This design comes from an exercise in tuning for small area on the open sky130 flow, not from production work.
Only simulation tests tie the RTL to the original design; equivalence was not proved.
Power is estimated from default activity; no workload was simulated.

== north ==
// bop_it
module bop_it(
	input clk,
	input rst,
	input [7:0] sw,
	input [4:0] btns,
	output [7:0] leds,
	output [6:0] ssd_digit,
	output [3:0] ssd_select
	);
export LEC_CHECK = 0
export ABC_AREA = 1
export CAP_MARGIN = 20
export CORE_MARGIN = 2
export CORE_UTILIZATION = 70
export PLACE_DENSITY = 0.8
export SLEW_MARGIN = 20
create_clock -name core_clock -period 80.0 [get_ports {clk}]
standard.sh (not shown) runs the stock make flow with config.mk's settings and CLKGATE_MAP_FILE= SYNTH_SCRIPT=/design/flow/synth_recipe.tcl, a recipe that flattens the netlist after the stock synthesis.
==> flow/flow/run.sh <==
#!/bin/bash
# The standard ORFS layout (standard.sh), with three changes that only affect area:
#  * ABC restructures the combinational logic with &deepsyn and maps it for
#    area only (no buffering or upsizing; the clock period is 80 ns), from a
#    copy of ORFS's scripts folder;
#  * port buffers are sky130_fd_sc_hd__buf_1;
#  * CTS uses clkbuf_4 buffers and no dummy loads.
# Registers are untouched: synthesis is synth_recipe.tcl / ORFS synth.tcl up to
# the same dfflibmap, only the ABC script differs.
set -euo pipefail
cp -r "$FLOW_HOME/scripts" ./scripts_area
printf 'strash\n&get -n\n&st\n&deepsyn -T 30\n&put\ndch -f\namap\ntopo\nstime -c\n' > ./scripts_area/abc_area.script
export BUFFER_PORTS_ARGS="-buffer_cell sky130_fd_sc_hd__buf_1"
export CTS_ARGS="-sink_clustering_enable -repair_clock_nets -buf_list sky130_fd_sc_hd__clkbuf_4 -root_buf sky130_fd_sc_hd__clkbuf_4 -dont_use_dummy_load"
bash standard.sh SCRIPTS_DIR="$PWD/scripts_area" finish > standard.log 2>&1
In summary, north completed successfully, with a layout that passed the timing, DRC and antenna checks.
The inputs of south differ from those of north as listed below.
Settings: PLACE_DENSITY: 0.8 -> unset; CORE_UTILIZATION: 70 -> 40.
--- outcome ---
south: flow completed, timing, DRC and antenna clean. Compared to north, south shows a narrower setup margin. Compared with north, the detailed router inserted fewer vias in south. south and north ended up with roughly the same relative contribution of the clock network to total power. Compared with north, in south CTS clock-pin slew for the worst setup and hold paths saw a decrease, final setup violation count now sits at about the same level, share of power burned in combinational logic down 1.1 points, effective utilization at floorplan fell 30 points.

========
== JK ==
bop_it, a different RTL version from the one above (not shown whole).
For scale: ~620 cells after synthesis, ~120 flip-flops, roughly 34 I/O pins, ~0.0051 mm2 of cells after synthesis.
clock: 80.0 ns
lec_check: 0
abc_area: 1
cap_margin: 20
core_margin: 2
core_utilization: 40
slew_margin: 20
==> flow/flow/run.sh <==
#!/bin/bash
# The standard ORFS layout (standard.sh), with four changes that only affect area:
#  * no ADDER_MAP_FILE, so Yosys does not turn XOR/AND pairs into half-adder
#    cells ahead of ABC and ABC maps all the combinational logic;
#  * ABC restructures the combinational logic with &deepsyn and maps it for
#    area only (no buffering or upsizing; the clock period is 80 ns), from a
#    copy of ORFS's scripts folder;
#  * port buffers are sky130_fd_sc_hd__buf_1;
#  * CTS uses clkbuf_4 buffers and no dummy loads.
# Registers are untouched: synthesis is synth_recipe.tcl / ORFS synth.tcl up to
# the same dfflibmap; only the adder step and the ABC script differ.
set -euo pipefail
cp -r "$FLOW_HOME/scripts" ./scripts_area
printf 'strash\n&get -n\n&st\n&deepsyn -T 30\n&put\ndch -f\namap\ntopo\nstime -c\n' > ./scripts_area/abc_area.script
export BUFFER_PORTS_ARGS="-buffer_cell sky130_fd_sc_hd__buf_1"
export CTS_ARGS="-sink_clustering_enable -repair_clock_nets -buf_list sky130_fd_sc_hd__clkbuf_4 -root_buf sky130_fd_sc_hd__clkbuf_4 -sink_clustering_size 30 -sink_clustering_max_diameter 80 -sink_clustering_levels 1 -dont_use_dummy_load"
bash standard.sh SCRIPTS_DIR="$PWD/scripts_area" ADDER_MAP_FILE= finish > standard.log 2>&1
[inputs] MS vs JK
-- flow/flow/run.sh --
<<< JK, line 16
export CTS_ARGS="-sink_clustering_enable -repair_clock_nets -buf_list sky130_fd_sc_hd__clkbuf_4 -root_buf sky130_fd_sc_hd__clkbuf_4 -sink_clustering_size 30 -sink_clustering_max_diameter 80 -sink_clustering_levels 1 -dont_use_dummy_load"
>>> MS, line 16
export CTS_ARGS="-sink_clustering_enable -repair_clock_nets -buf_list sky130_fd_sc_hd__clkbuf_4 -root_buf sky130_fd_sc_hd__clkbuf_4 -dont_use_dummy_load"
[summary]
MS: flow completed, timing, DRC and antenna clean
| first-pass iteration count of the detailed router | higher: MS |
Final worst-path cycle share: MS vs JK, no meaningful difference
The compound-gate portion of the synthesized area of MS falls short of that of JK by 0.65 points.
Per the comparison of MS with JK, reported sequential group power moved down, post-layout minimum cycle time climbed 0.0048 ns, sequential cell count did not really move.

========
Setup of run A:
The RTL this note starts from:
==> flow/design.v <==
`timescale 1ns / 1ps
module bop_it(
	input clk,
	input rst,
	input [7:0] sw,
	input [4:0] btns,
	output [7:0] leds,
	output [6:0] ssd_digit,
	output [3:0] ssd_select
	);
localparam S_INIT = 3'd0, S_IDLE = 3'd1, S_RNG = 3'd2, S_CHK = 3'd3,
           S_LVL = 3'd4, S_DLVL = 3'd5, S_LOSE = 3'd6, S_WIN = 3'd7;
localparam D_BLANK = 3'd0, D_LET = 3'd1, D_LUL = 3'd2, D_DASH = 3'd4, D_SCORE = 3'd5;
reg [5:0] e;
reg [2:0] state;
reg [7:0] cnt;
reg [2:0] dm;
reg [12:0] move;
reg [7:0] sw_prev;
reg [4:0] btn_press;
reg corr;
reg [6:0] points;
reg [31:0] R;
reg flag;
reg [32:0] ring;
reg [3:0] acc;
wire tick = (e == 6'd63);
wire [1:0] idx = e[5:4] + 2'd1;
wire newgame = (state == S_RNG) && dm[2];
wire [2:0] lv = newgame ? 3'd0 : points[5:3];
wire [3:0] m = (lv <= 3'd1) ? 4'd5 : (lv <= 3'd4) ? 4'd9 : 4'd13;
wire [2:0] nel = (lv == 3'd0) ? 3'd1 : (lv <= 3'd2) ? 3'd2 : (lv <= 3'd5) ? 3'd3 : 3'd4;
wire [7:0] cj = lv[2] ? (lv[1] ? 8'd31 : 8'd46) : 8'd62;
wire [7:0] ch = lv[2] ? (lv[1] ? 8'd15 : 8'd23) : 8'd31;
wire [5:0] pe = lv[2] ? (lv[1] ? 6'd15 : 6'd55) : 6'd31;
wire [7:0] bar = ~(8'hFE << lv);
wire en = (state == S_RNG) && (cnt <= 8'd31) && (dm != D_LUL);
wire fb = R[31] ^ R[21] ^ R[1] ^ R[0];
wire [15:0] inc = R[15:0] + 16'd1;
wire sample = en ? R[0] : R[31];
wire [4:0] h2 = {acc, ring[32]};
wire [3:0] hn = (h2 >= {1'b0, m}) ? h2 - {1'b0, m} : h2[3:0];
wire hwin = ((state == S_RNG) && ((cnt == 8'd32 && e[5]) || (cnt == 8'd33 && !e[5]))) && !e[0];
wire [5:0] hk = e - 6'd32;  
wire cap = hwin && ((e == 6'd30) || (e == 6'd22 && nel >= 3'd2) ||
                    (e == 6'd14 && nel >= 3'd3) || (e == 6'd62 && nel >= 3'd4));
always @(posedge clk) begin
	if (rst) e <= 6'd63; else e <= e + 6'd1;
	if (rst) begin
		R[15:0] <= 16'd1;
		flag <= 1'b0;
	end else if (!flag) begin
		if (!en) R[15:0] <= (R[15:0] == 16'hFFFF) ? 16'd1 : inc;
		flag <= en;
	end else
		R[15:0] <= {R[14:0], en ? fb : R[31]};
	R[31:16] <= {R[30:16], R[15] & flag};
	ring <= {ring[31:0], (tick && state == S_RNG && cnt <= 8'd31) ? sample : ring[32]};
	if (hwin) acc <= hn;
	if (cap) move <= move | (13'd1 << hn);
	if (state == S_CHK && (cnt != cj || e <= pe))
		btn_press <= btn_press | btns;
	corr <= (sw == sw_prev) && (btn_press == move[4:0]);
	if (tick && state != S_CHK)
		sw_prev <= sw ^ ((state == S_RNG) ? move[12:5] : 8'd0);
	if (rst) begin
		state <= S_INIT;
		dm <= D_BLANK;
		move[12:5] <= 8'd0;
	end else if (tick) begin
		case (state)
		S_INIT: begin
			state <= S_IDLE;
			dm <= D_DASH;
		end
		S_IDLE: begin
			if (sw[7] != sw_prev[7]) begin
				state <= S_RNG;
				cnt <= 8'd0;
			end
			move[12:5] <= 8'd0;
		end
		S_RNG: begin
			cnt <= cnt + 8'd1;
			if (cnt == 8'd31) begin
				move <= 13'd0;
				acc <= 4'd0;
			end
			if (cnt == 8'd33) begin
				dm <= D_BLANK;
				if (newgame) points <= 7'd0;
			end
			if (cnt == 8'd35)
				dm <= D_LET;
			if (cnt == 8'd36) begin
				state <= S_CHK;
				cnt <= 8'd0;
				btn_press <= 5'd0;
			end
		end
		S_CHK: begin
			if (cnt == cj) begin
				cnt <= 8'd0;
				if (corr) begin
					points <= points + 7'd1;
					state <= (points[2:0] == 3'd7) ? S_LVL : S_RNG;
				end else
					state <= S_LOSE;
			end else begin
				cnt <= cnt + 8'd1;
				if (cnt == ch) begin
					dm <= D_BLANK;
					move[12:5] <= 8'd0;
				end
			end
		end
		S_LVL: begin
			if (points[6]) begin
				state <= S_WIN;
				move[12:5] <= 8'hFF;
			end else
				state <= S_DLVL;
		end
		S_DLVL: begin
			cnt <= cnt + 8'd1;
			if (cnt == 8'd0)
				dm <= D_LUL;
			if (cnt == 8'd200) begin
				state <= S_RNG;
				cnt <= 8'd0;
			end
		end
		S_LOSE: begin
			dm <= D_SCORE;
			state <= S_IDLE;
		end
		S_WIN: begin
			cnt <= cnt + 8'd1;
			dm <= D_SCORE;
			if (cnt == 8'd30 || cnt == 8'd60 || cnt == 8'd90 ||
			    cnt == 8'd120 || cnt == 8'd150 || cnt == 8'd180)
				move[12:5] <= ~move[12:5];
			else if (cnt == 8'd200)
				state <= S_IDLE;
		end
		endcase
	end
end
wire ovr = (state == S_DLVL) || (state == S_RNG && cnt <= 8'd33);
assign leds = ovr ? ((dm == D_LUL) ? bar : 8'd0) : move[12:5];
function [6:0] dseg(input [3:0] d);
	case (d)
	4'd0: dseg = 7'b0111111;
	4'd1: dseg = 7'b0000110;
	4'd2: dseg = 7'b1011011;
	4'd3: dseg = 7'b1001111;
	4'd4: dseg = 7'b1100110;
	4'd5: dseg = 7'b1101101;
	4'd6: dseg = 7'b1111101;
	4'd7: dseg = 7'b0000111;
	4'd8: dseg = 7'b1111111;
	4'd9: dseg = 7'b1101111;
	default: dseg = 7'b0000000;
	endcase
endfunction
localparam [6:0] G_R = 7'b1010000, G_D = 7'b1011110, G_L = 7'b0111000,
                 G_U = 7'b0011100, G_C = 7'b1011000, G_DASH = 7'b1000000;
reg [6:0] let_seg;
integer i, n;
always @(*) begin
	let_seg = 7'd0;
	n = 0;
	for (i = 0; i < 5; i = i + 1)
		if (move[i]) begin
			if (n == 3 - idx)
				case (i)
				0: let_seg = G_C;
				1: let_seg = G_U;
				2: let_seg = G_L;
				3: let_seg = G_D;
				default: let_seg = G_R;
				endcase
			n = n + 1;
		end
end
wire [3:0] p10 = points / 7'd10;
wire [3:0] p1 = points % 7'd10;
reg [6:0] seg;
always @(*) begin
	case (dm)
	D_LET: seg = let_seg;
	D_LUL: seg = (idx == 2'd0) ? dseg({1'b0, lv} + 4'd1) : (idx == 2'd2) ? G_U : G_L;
	D_DASH: seg = G_DASH;
	D_SCORE: seg = (idx == 2'd0) ? dseg(p1) : (idx == 2'd1) ? dseg(p10) : 7'd0;
	default: seg = 7'd0;
	endcase
end
assign ssd_digit = ~seg;
assign ssd_select = ~(4'b0001 << idx);
endmodule
Settings: LEC_CHECK=0, ABC_AREA=1, CAP_MARGIN=20, CORE_MARGIN=2, CORE_UTILIZATION=40, SLEW_MARGIN=20; clock period 80.0 ns.
run.sh (not shown) runs the stock make flow with config.mk's settings and CLKGATE_MAP_FILE= SYNTH_SCRIPT=/design/flow/synth_recipe.tcl, a recipe that flattens the netlist after the stock synthesis.
Stock flow here: none of the scripts above is used.
Run A went all the way through the flow, and no timing, DRC or antenna check failed.
Input changes introduced in run B (baseline for comparison: run A):
==> flow/flow/run.sh (new file) <==
#!/bin/bash
# Standard ORFS layout with smaller port buffers and clock buffers and no CTS dummy loads.
set -euo pipefail
export BUFFER_PORTS_ARGS="-buffer_cell sky130_fd_sc_hd__buf_1"
export CTS_ARGS="-sink_clustering_enable -repair_clock_nets -buf_list sky130_fd_sc_hd__clkbuf_8 -root_buf sky130_fd_sc_hd__clkbuf_8 -dont_use_dummy_load"
bash standard.sh > standard.log 2>&1
==> flow/standard.sh (new file) <==
#!/bin/bash
# synth_recipe.tcl (not shown) runs the flow's synth.tcl, then flattens the netlist and writes it again
# the make line also repeats each setting of config.mk as NAME=value (left out here)
make -C /OpenROAD-flow-scripts/flow DESIGN_CONFIG=/design/flow/config.mk WORK_HOME=/design/flow/orfs CLKGATE_MAP_FILE= SYNTH_SCRIPT=/design/flow/synth_recipe.tcl "${@:-finish}"
removed: flow/run.sh
[summary]
Run B completed every stage of the flow, and the final layout passed the timing, DRC and antenna checks.
The run showing the smaller static leakage power is run B.
The number of top-level pins was comparable across run A and run B.
Count of clock tree sinks came out exactly the same in run A and run B.

-- what the ideal ports hide --
In the flow no input, the clock included, has a driving cell. The finished layouts below were timed again as built, in two steps. Step 1, drivers: a clkbuf_16 drives clk and a buf_2 each remaining input, both assumed. Step 2 also shifts input and output timing later by t, the mid clock arrival at the registers, as if the neighbouring blocks saw the same clock. a / b / c = no drivers / after step 1 / after step 2; a / b = the first two.
run | t (ns) | slack for setup (ns) | hold slack, ns | worst setup path after step 2 | worst data-port slew with drivers (ns)
north | 0.532 | 59.669 / 59.639 / 60.170 | 0.309 / 0.309 / 0.309 | register to output | 0.03
south | 0.532 | 59.258 / 59.226 / 59.757 | 0.324 / 0.324 / 0.324 | register to output | 0.03
JK | 0.522 | 60.056 / 60.029 / 60.551 | 0.321 / 0.321 / 0.321 | register to output | 0.03
MS | 0.544 | 60.051 / 60.018 / 60.563 | 0.326 / 0.326 / 0.326 | register to output | 0.03
run A | 0.465 | 60.038 / 59.993 / 60.458 | 0.322 / 0.322 / 0.322 | register to output | 0.04
run B | 0.456 | 60.433 / 60.397 / 60.853 | 0.314 / 0.314 / 0.314 | register to output | 0.03
After both steps setup and hold are still met in every run listed.
